Source: an optimization exercise on an open RTL-to-GDS flow (aim: small area, a short achievable clock period and few clock cycles per item). Production flows keep margins and buffers that such runs may drop.
RTL that was checked went through simulation tests only; none was proved equivalent to the original.
Power is estimated from default activity; no workload was simulated.

Setup of run 1:
==> flow/design.v (excerpt) <==
module CNC(
    clk,
    rst_n,
    IN_VALID,
    MODE,
    IN,
    OUT_VALID,
    OUT
    );
input           clk, rst_n, IN_VALID;
input   [ 1:0]  MODE;
input   [ 7:0]  IN;
output          OUT_VALID;
output  [16:0]  OUT;
reg        OUT_VALID;
reg [16:0] OUT;
reg p1, p2, p3, p4, p5;
reg mul, sub;
reg [4:0]  BO, BT, BN;  
reg [8:0]  X;      
reg [8:0]  S;      
reg [15:0] P;      
wire busy = p1 | p2 | p3;
wire [8:0] V = p4 ? S : {IN[7], IN};
wire [10:0] Vx = {V[8], V, 1'b0};
wire [4:0] vo, vt, vn;
genvar k;
generate for (k = 0; k < 5; k = k + 1) begin : enc
    assign vo[k] = Vx[2*k+1] ^ Vx[2*k];
    assign vt[k] = (Vx[2*k+2] & ~Vx[2*k+1] & ~Vx[2*k]) | (~Vx[2*k+2] & Vx[2*k+1] & Vx[2*k]);
    assign vn[k] = Vx[2*k+2] & ~(Vx[2*k+1] & Vx[2*k]);
end endgenerate
reg         g;                                   
reg         a1en;                                
wire [16:0] A1 = a1en ? OUT : 17'd0;
    wire pp0_0 = ((BO[0] & X[0])) ^ BN[0];
    wire pp0_1 = ((BO[0] & X[1]) | (BT[0] & X[0])) ^ BN[0];
    wire pp0_2 = ((BO[0] & X[2]) | (BT[0] & X[1])) ^ BN[0];
    wire pp0_3 = ((BO[0] & X[3]) | (BT[0] & X[2])) ^ BN[0];
    wire pp0_4 = ((BO[0] & X[4]) | (BT[0] & X[3])) ^ BN[0];
    wire pp0_5 = ((BO[0] & X[5]) | (BT[0] & X[4])) ^ BN[0];
    wire pp0_6 = ((BO[0] & X[6]) | (BT[0] & X[5])) ^ BN[0];
    wire pp0_7 = ((BO[0] & X[7]) | (BT[0] & X[6])) ^ BN[0];
    wire pp0_8 = ((BO[0] & X[8]) | (BT[0] & X[7])) ^ BN[0];
    wire pp0_9 = ~(((BO[0] & X[8]) | (BT[0] & X[8])) ^ BN[0]);
  ...
Size: ~700 cells after synthesis, roughly 75 flip-flops, ~31 I/O pins, ~6700 um2 of cells after synthesis.
==> flow/config.mk <==
export PLATFORM = sky130hd
export DESIGN_NAME = CNC
export DESIGN_NICKNAME = CNC
export VERILOG_FILES = /design/flow/design.v
export SDC_FILE = /design/flow/constraint.sdc
export NUM_CORES = 4
export LEC_CHECK = 0
export CAP_MARGIN = 20
export CORE_MARGIN = 2
export CORE_UTILIZATION = 65
export SETUP_SLACK_MARGIN = 3.5
export SLEW_MARGIN = 20
export SYNTH_HIERARCHICAL = 1
export SYNTH_MINIMUM_KEEP_SIZE = 0
==> flow/constraint.sdc <==
create_clock -name core_clock -period 7.5 [get_ports {clk}]
set_input_delay 1.5000 -clock core_clock [delete_from_list [all_inputs] [get_ports {clk}]]
set_output_delay 1.5000 -clock core_clock [all_outputs]
set_load 0.01 [all_outputs]
run.sh (not shown) runs the stock make flow with config.mk's settings and CLKGATE_MAP_FILE= SYNTH_SCRIPT=/design/flow/synth_recipe.tcl, a recipe that flattens the netlist after the stock synthesis.
Run 1: all stages complete, timing, DRC and antenna checks passed
Testbench counts of run 1, summed over its fixed seeds: cycles 7,208, items 1,200.
Input-level comparison between run 2 and run 1:
Settings: SETUP_SLACK_MARGIN changed from 3.5 to 2.5.
--- outcome ---
- Of run 1 and run 2, the lower total routed wirelength belongs to run 2.
- Run 2 vs run 1, most frequent standard cell in the layout excluding fill and tap cells: sky130_fd_sc_hd__dfxtp_1 vs sky130_fd_sc_hd__xnor2_1
- In the reports for run 1 and run 2, the larger routed wire length on met3 belongs to run 1.
- Per the comparison of run 2 with run 1, maximum frequency lower, detailed-route wire length per cell fell about 2%, relative max-transition margin went down by 2.1 points, total power saw a decrease, portion of the clock cycle consumed by the worst path in the final layout increased 5.5 points.
- Critical path depth | run 2 above run 1
- Run 2 ends up with a area growth from synthesis to layout that is 4.3 points lower than in run 1.
Inputs modified between run 2 and run 3:
Settings: SETUP_SLACK_MARGIN now 4.5, was 2.5.
[summary]
STATUS static leakage power: run 3 loses against run 2. For run 2, the cell with the largest stage delay on the worst path was sky130_fd_sc_hd__dfxtp_1, unlike run 3, where it was sky130_fd_sc_hd__fa_1. The run with more setup slack is run 3; run 2 has less. The global-route met1 utilization of run 3 is higher than that of run 2.
Relative to run 3, the following input files were edited for run 4:
Settings: swapping 4.5 for 3.5 in SETUP_SLACK_MARGIN.
==> flow/flow/run.sh (new file) <==
#!/bin/bash
set -euo pipefail
export BUFFER_PORTS_ARGS="-buffer_cell sky130_fd_sc_hd__buf_2"
bash standard.sh > flow_make.log 2>&1
==> flow/standard.sh (new file) <==
#!/bin/bash
# synth_recipe.tcl (not shown) runs the flow's synth.tcl, then flattens the netlist and writes it again
# the make line also repeats each setting of config.mk as NAME=value (left out here)
make -C /OpenROAD-flow-scripts/flow DESIGN_CONFIG=/design/flow/config.mk WORK_HOME=/design/flow/orfs CLKGATE_MAP_FILE= SYNTH_SCRIPT=/design/flow/synth_recipe.tcl "${@:-finish}"
removed: flow/run.sh
[summary]
Proportion of cell area occupied by multi-input gates: run 4 > run 3. Relative to run 3, sequential share of layout area has increased by 2.1 points in run 4. Run 4 completed end to end with timing, DRC and antenna clean. In run 4, the number of buffers and inverters on the critical path came out 1 below the value in run 3. Total number of vias for run 4: 262 down relative to run 3. Between run 3 and run 4, final core utilization decreased. Post-layout net count went down by a few percent going from run 3 to run 4. Changes observed in run 4 relative to run 3: final instance count without filler cells moved down, fraction of power consumed by the clock network moved up, sequential cell area moved down.
The following lists how run 5 was set up differently from run 4:
Settings: ABC_CLOCK_PERIOD_IN_PS now 3500, previously not set.
==> flow/run.sh (new file) <==
#!/bin/bash
# synth_recipe.tcl (not shown) runs the flow's synth.tcl, then flattens the netlist and writes it again
# the make line also repeats each setting of config.mk as NAME=value (left out here)
make -C /OpenROAD-flow-scripts/flow DESIGN_CONFIG=/design/flow/config.mk WORK_HOME=/design/flow/orfs CLKGATE_MAP_FILE= SYNTH_SCRIPT=/design/flow/synth_recipe.tcl finish
removed: flow/flow/run.sh
removed: flow/standard.sh
## What came out
- Diff run 5 and run 4: final core area utilization lower in run 4
- Worst setup slack sits lower in run 5 than in run 4.
- Final period utilization came out higher on run 5 than on run 4.
- Diff run 4 -> run 5 | proportion of cell area occupied by registers | decrease of 0.77 points
- Sum of routed wire length over all layers (lower): run 5
- Of run 5 and run 4, the run reporting the higher met1 usage was run 4.

* * *

## build 14
Another version of the RTL of CNC (not shown whole).
For scale: about 75 flip-flops, about 31 I/O pins, ~0.0066 mm2 of cells after synthesis.
Design CNC, start of the top module:
module CNC(
    clk,
    rst_n,
    IN_VALID,
    MODE,
    IN,
    OUT_VALID,
    OUT
    );
input           clk, rst_n, IN_VALID;
input   [ 1:0]  MODE;
input   [ 7:0]  IN;
output          OUT_VALID;
output  [16:0]  OUT;
reg        OUT_VALID;
reg [16:0] OUT;
reg p1, p2, p3, p4, p5;
reg mul, sub;
reg [4:0]  BO, BT, BN;  
reg [8:0]  X;      
reg [8:0]  S;      
reg [15:0] P;      
wire busy = p1 | p2 | p3;
wire [8:0] V = p4 ? S : {IN[7], IN};
wire [10:0] Vx = {V[8], V, 1'b0};
wire [4:0] vo, vt, vn;
genvar k;
generate for (k = 0; k < 5; k = k + 1) begin : enc
    assign vo[k] = Vx[2*k+1] ^ Vx[2*k];
    assign vt[k] = (Vx[2*k+2] & ~Vx[2*k+1] & ~Vx[2*k]) | (~Vx[2*k+2] & Vx[2*k+1] & Vx[2*k]);
    assign vn[k] = Vx[2*k+2] & ~(Vx[2*k+1] & Vx[2*k]);
end endgenerate
wire       s_keep = p3 | (p2 & !mul);
wire       s_in   = !(p2 & !mul);
wire       s_neg  = p3 & sub;
wire [8:0] s_a    = s_keep ? S : 9'd0;
wire [8:0] s_b    = s_in ? ({IN[7], IN} ^ {9{s_neg}}) : 9'd0;
wire [8:0] s_next = s_a + s_b + s_neg;
reg         g;                                   
reg         a1en;                                
wire [16:0] A1 = a1en ? OUT : 17'd0;
    wire pp0_0 = ((BO[0] & X[0])) ^ BN[0];
    wire pp0_1 = ((BO[0] & X[1]) | (BT[0] & X[0])) ^ BN[0];
    wire pp0_2 = ((BO[0] & X[2]) | (BT[0] & X[1])) ^ BN[0];
    wire pp0_3 = ((BO[0] & X[3]) | (BT[0] & X[2])) ^ BN[0];
    wire pp0_4 = ((BO[0] & X[4]) | (BT[0] & X[3])) ^ BN[0];
    wire pp0_5 = ((BO[0] & X[5]) | (BT[0] & X[4])) ^ BN[0];
    wire pp0_6 = ((BO[0] & X[6]) | (BT[0] & X[5])) ^ BN[0];
    wire pp0_7 = ((BO[0] & X[7]) | (BT[0] & X[6])) ^ BN[0];
    wire pp0_8 = ((BO[0] & X[8]) | (BT[0] & X[7])) ^ BN[0];
    wire pp0_9 = ~(((BO[0] & X[8]) | (BT[0] & X[8])) ^ BN[0]);
  ...
export LEC_CHECK = 0
export CAP_MARGIN = 20
export CORE_MARGIN = 2
export CORE_UTILIZATION = 65
export SETUP_SLACK_MARGIN = 4.6
export SLEW_MARGIN = 20
export SYNTH_HIERARCHICAL = 1
export SYNTH_MINIMUM_KEEP_SIZE = 0
create_clock -name core_clock -period 7.5 [get_ports {clk}]
standard.sh (not shown) runs the stock make flow with config.mk's settings and CLKGATE_MAP_FILE= SYNTH_SCRIPT=/design/flow/synth_recipe.tcl, a recipe that flattens the netlist after the stock synthesis.
==> flow/flow/run.sh <==
#!/bin/bash
set -euo pipefail
export BUFFER_PORTS_ARGS="-buffer_cell sky130_fd_sc_hd__buf_2"
bash standard.sh > flow_make.log 2>&1
Testbench counts of build 14, summed over its fixed seeds: cycles 7,208, items 1,200.
Modified inputs, build 97 compared to build 14
-- flow/config.mk --
<<< build 14, line 11
export SETUP_SLACK_MARGIN = 4.6
>>> build 97, line 11
export SETUP_SLACK_MARGIN = 3.8
[summary]
- Compared with build 14, build 97 shows number of signal-net buffers in the layout lower by about 60%.
- Comparing build 14 against build 97, there is no change at all in sequential cell count.
- Build 14 → build 97: highest ir drop seen on vdd dropped about 13%, count of non-filler cells in the finished layout dropped about 5.3%, highest net fanout along the worst path climbed 4.
- Taking build 14 as the reference point, the critical path depth of build 97 falls by 3.
- Routed wire length in build 97 is about 27% below build 14.
- Build 97 ended with less share of the clock period used by the worst path than build 14.
- Build 97 gives more setup slack than build 14 did.
- Compared build 97 vs build 14, and placed standard-cell area is down in build 97.
Relative to build 97, the following input files were edited for build 52:
-- flow/config.mk --
<<< build 97, line 11
export SETUP_SLACK_MARGIN = 3.8
>>> build 52, line 11
export SETUP_SLACK_MARGIN = 4.2
Notes after the runs:
Build 52 has period utilization below what build 97 had. Build 52 vs. build 97: share of power burned in registers decreased by 6.7 points relative to the old numbers, half-perimeter wire length after detailed placement moved up, clock network area share moved down, global-route track usage on met1 now larger. On build 52: via count is 444 higher than what build 97 gave. Comparing build 52 and build 97, the higher worst path setup slack after routing is on build 52. Of build 52 and build 97, the higher fmax belongs to build 52. Compared with build 97, build 52 shows a higher data required time at the worst endpoint.
Setup changes, build 52 to build 71
-- flow/config.mk --
<<< build 52, line 11
export SETUP_SLACK_MARGIN = 4.2
>>> build 71, line 11
export SETUP_SLACK_MARGIN = 3.0
--- outcome ---
Cell type of the slowest stage on the worst timing path: sky130_fd_sc_hd__dfxtp_1 -> build 71, sky130_fd_sc_hd__dfxtp_4 -> build 52. On clock period minus worst slack, build 71 does worse than build 52. | achievable clock frequency | build 71 vs build 52 | 28 MHz lower |. The run with more setup slack is build 52; build 71 has less. On combinational power: between build 71 and build 52, it ends up higher for build 52. Summary of build 71 over build 52: met2 capacity usage during global routing shows a reduction of 7.1 points; final area shows a reduction of 13%; synthesized net count shows no meaningful change; clock share of power shows an increase of 2.9 points.

* * *

Another version of the RTL of CNC (not shown whole).
For scale: roughly 670 cells after synthesis, roughly 75 flip-flops, about 31 I/O pins.
==> flow/config.mk <==
export PLATFORM = sky130hd
export DESIGN_NAME = CNC
export DESIGN_NICKNAME = CNC
export VERILOG_FILES = /design/flow/design.v
export SDC_FILE = /design/flow/constraint.sdc
export NUM_CORES = 4
export LEC_CHECK = 0
export CAP_MARGIN = 20
export CORE_MARGIN = 2
export CORE_UTILIZATION = 65
export SETUP_SLACK_MARGIN = 3.9
export SLEW_MARGIN = 20
export SYNTH_HIERARCHICAL = 1
export SYNTH_MINIMUM_KEEP_SIZE = 0
==> flow/constraint.sdc <==
create_clock -name core_clock -period 7.5 [get_ports {clk}]
set_input_delay 1.5000 -clock core_clock [delete_from_list [all_inputs] [get_ports {clk}]]
set_output_delay 1.5000 -clock core_clock [all_outputs]
set_load 0.01 [all_outputs]
Scripts as last shown in full above: flow/flow/run.sh
Testbench counts at the start, summed over its fixed seeds: cycles 7,208, items 1,200.
Change:
- SETUP_SLACK_MARGIN: 3.9 -> 4.0
The new run went through all stages and came out clean.
Routed wire length falls by a few percent.
Utilization hardly moves.
Worst setup slack gains 0.11 ns.
Via count falls by a few percent.
Combinational power rises by a few percent.
Clock-buffer cell count rises by 1.

* * *

CNC, a different RTL version from the one above (not shown whole).
Size in the first run: about 31 I/O pins, roughly 0.0064 mm2 of cells after synthesis.
Settings: LEC_CHECK=0, CAP_MARGIN=20, CORE_MARGIN=2, CORE_UTILIZATION=55, SETUP_SLACK_MARGIN=3.6, SLEW_MARGIN=20, SYNTH_HIERARCHICAL=1, SYNTH_MINIMUM_KEEP_SIZE=0; clock period 7.5 ns.
Scripts as last shown in full above: flow/flow/run.sh
The baseline produced a clean layout.
==> next run, changes <==
CORE_UTILIZATION = 65   (was 55)
SETUP_SLACK_MARGIN = 3.4   (was 3.6)
- sequential share of layout area is higher by 0.72 points
- via count is about the same
- sequential power stays flat
- setup slack degrades by 0.065 ns
==> next run, changes <==
SETUP_SLACK_MARGIN = 3.8   (was 3.4)
After rerunning: Synthesized cell count stays the same; wire length came out higher by about 4.5%; sequential share of layout area came out lower by 0.95 points; worst hold slack hardly moves; global-route usage came out lower by 0.42 points; worst setup slack is better by 0.15 ns; clock-buffer cell count came out higher by 1; via count came out higher by about 2.4%; die area is unchanged.
==> next run, changes <==
CORE_UTILIZATION = 75   (was 65)
SETUP_SLACK_MARGIN = 3.6   (was 3.8)
The changed run went through all stages and came out clean. Non-clock buffer count decreases by 6. Design area is lower by 1.9%. Count of clock-buffer cells in the layout is unchanged. Setup slack degrades by 0.23 ns. Die area drops by 13%. Critical path depth stays the same. Register-to-register slack gets worse by 0.23 ns. Worst hold slack gains 0.0035 ns. Global-route usage grows by 6.7 points. Routed wire length went up by 18%.
Function was not checked in any run of this note: the RTL went through the layout flow alone.

* * *

the reference run:
RTL: one of the versions met above, not the one the previous note started from.
Size in the first run: ~75 flip-flops.
Settings: LEC_CHECK=0, CAP_MARGIN=20, CORE_MARGIN=2, CORE_UTILIZATION=65, SETUP_SLACK_MARGIN=5.0, SLEW_MARGIN=20, SYNTH_HIERARCHICAL=1, SYNTH_MINIMUM_KEEP_SIZE=0; clock period 7.5 ns.
run.sh (not shown) runs the stock make flow with config.mk's settings and CLKGATE_MAP_FILE= SYNTH_SCRIPT=/design/flow/synth_recipe.tcl, a recipe that flattens the netlist after the stock synthesis.
Stock flow here: none of the scripts above is used.
The reference run reached the end of the flow, and the finished layout is clean on the timing, design-rule and antenna checks.
Testbench counts of the reference run, summed over its fixed seeds: cycles 7,208, items 1,200.
Here is what was changed in the inputs of the trial run compared with the reference run.
- SETUP_SLACK_MARGIN changed from 5.0 to 3.5
- ABC_AREA newly set to 1
==> flow/flow/run.sh (new file) <==
#!/bin/bash
set -euo pipefail
export BUFFER_PORTS_ARGS="-buffer_cell sky130_fd_sc_hd__buf_2"
bash standard.sh > flow_make.log 2>&1
==> flow/standard.sh (new file) <==
#!/bin/bash
# synth_recipe.tcl (not shown) runs the flow's synth.tcl, then flattens the netlist and writes it again
# the make line also repeats each setting of config.mk as NAME=value (left out here)
make -C /OpenROAD-flow-scripts/flow DESIGN_CONFIG=/design/flow/config.mk WORK_HOME=/design/flow/orfs CLKGATE_MAP_FILE= SYNTH_SCRIPT=/design/flow/synth_recipe.tcl "${@:-finish}"
removed: flow/run.sh
--- outcome ---
Diff the reference run -> the trial run: number of logic inverters in the finished layout now sits higher, total routing resource utilization after global routing saw little to no change, arrival time of data at the critical path endpoint went down, shortest clock period the worst path allows after layout shrank by 0.041 ns, share of the cycle needed by the critical path after routing fell 0.55 points.
Total number of nets in the final design grows by more than 10% when moving from the reference run to the trial run.

-- separate check: timing with driven ports --
How much do the figures lean on ideal ports? The routed layouts below were timed once more, with nothing changed but the port constraints.
Step 1: set_driving_cell puts a clkbuf_16 on clk and a buf_2 on each other input, an assumption about the parent block.
Step 2 times the ports against the registers' clock, not the clock port: input delays grow and output delays shrink by t, the midpoint of the rising clock arrivals with the driver on.
Three values: ideal, step 1, step 2; two values: the first two.
run	shift t [ns]	setup WS [ns]	hold WS [ns]	worst setup path after step 2	pins driven straight from the clock port
run 1	0.401	3.531 / 3.531 / 3.258	0.374 / 0.374 / 0.374	input to register	1
run 2	0.405	3.117 / 3.117 / 3.117	0.373 / 0.373 / 0.373	input to register	1
run 3	0.413	3.576 / 3.576 / 3.576	0.369 / 0.369 / 0.369	register to register	1
run 4	0.417	3.617 / 3.617 / 3.560	0.382 / 0.382 / 0.382	input to register	1
run 5	0.401	3.531 / 3.531 / 3.258	0.374 / 0.374 / 0.374	input to register	1
build 14	0.412	3.831 / 3.831 / 3.831	0.381 / 0.381 / 0.381	register to register	1
build 97	0.403	3.922 / 3.922 / 3.922	0.372 / 0.372 / 0.372	register to register	1
build 52	0.425	3.945 / 3.945 / 3.945	0.390 / 0.390 / 0.390	register to register	1
build 71	0.406	3.559 / 3.559 / 3.559	0.367 / 0.367 / 0.367	register to register	1
the first run of note 3	0.399	3.877 / 3.877 / 3.863	0.367 / 0.367 / 0.367	input to register	1
the second run of note 3	0.400	3.986 / 3.986 / 3.899	0.376 / 0.376 / 0.376	input to register	1
the first run of note 4	0.384	3.659 / 3.659 / 3.659	0.371 / 0.371 / 0.371	register to register	1
the second run of note 4	0.392	3.594 / 3.594 / 3.594	0.382 / 0.382 / 0.382	register to register	1
the third run of note 4	0.395	3.742 / 3.742 / 3.742	0.382 / 0.382 / 0.382	register to register	1
the fourth run of note 4	0.405	3.507 / 3.507 / 3.507	0.385 / 0.385 / 0.385	register to register	1
the reference run	0.401	3.622 / 3.622 / 3.622	0.378 / 0.378 / 0.378	register to register	1
the trial run	0.421	3.663 / 3.663 / 3.642	0.390 / 0.390 / 0.390	input to register	1
After both steps every run listed still meets setup and hold.
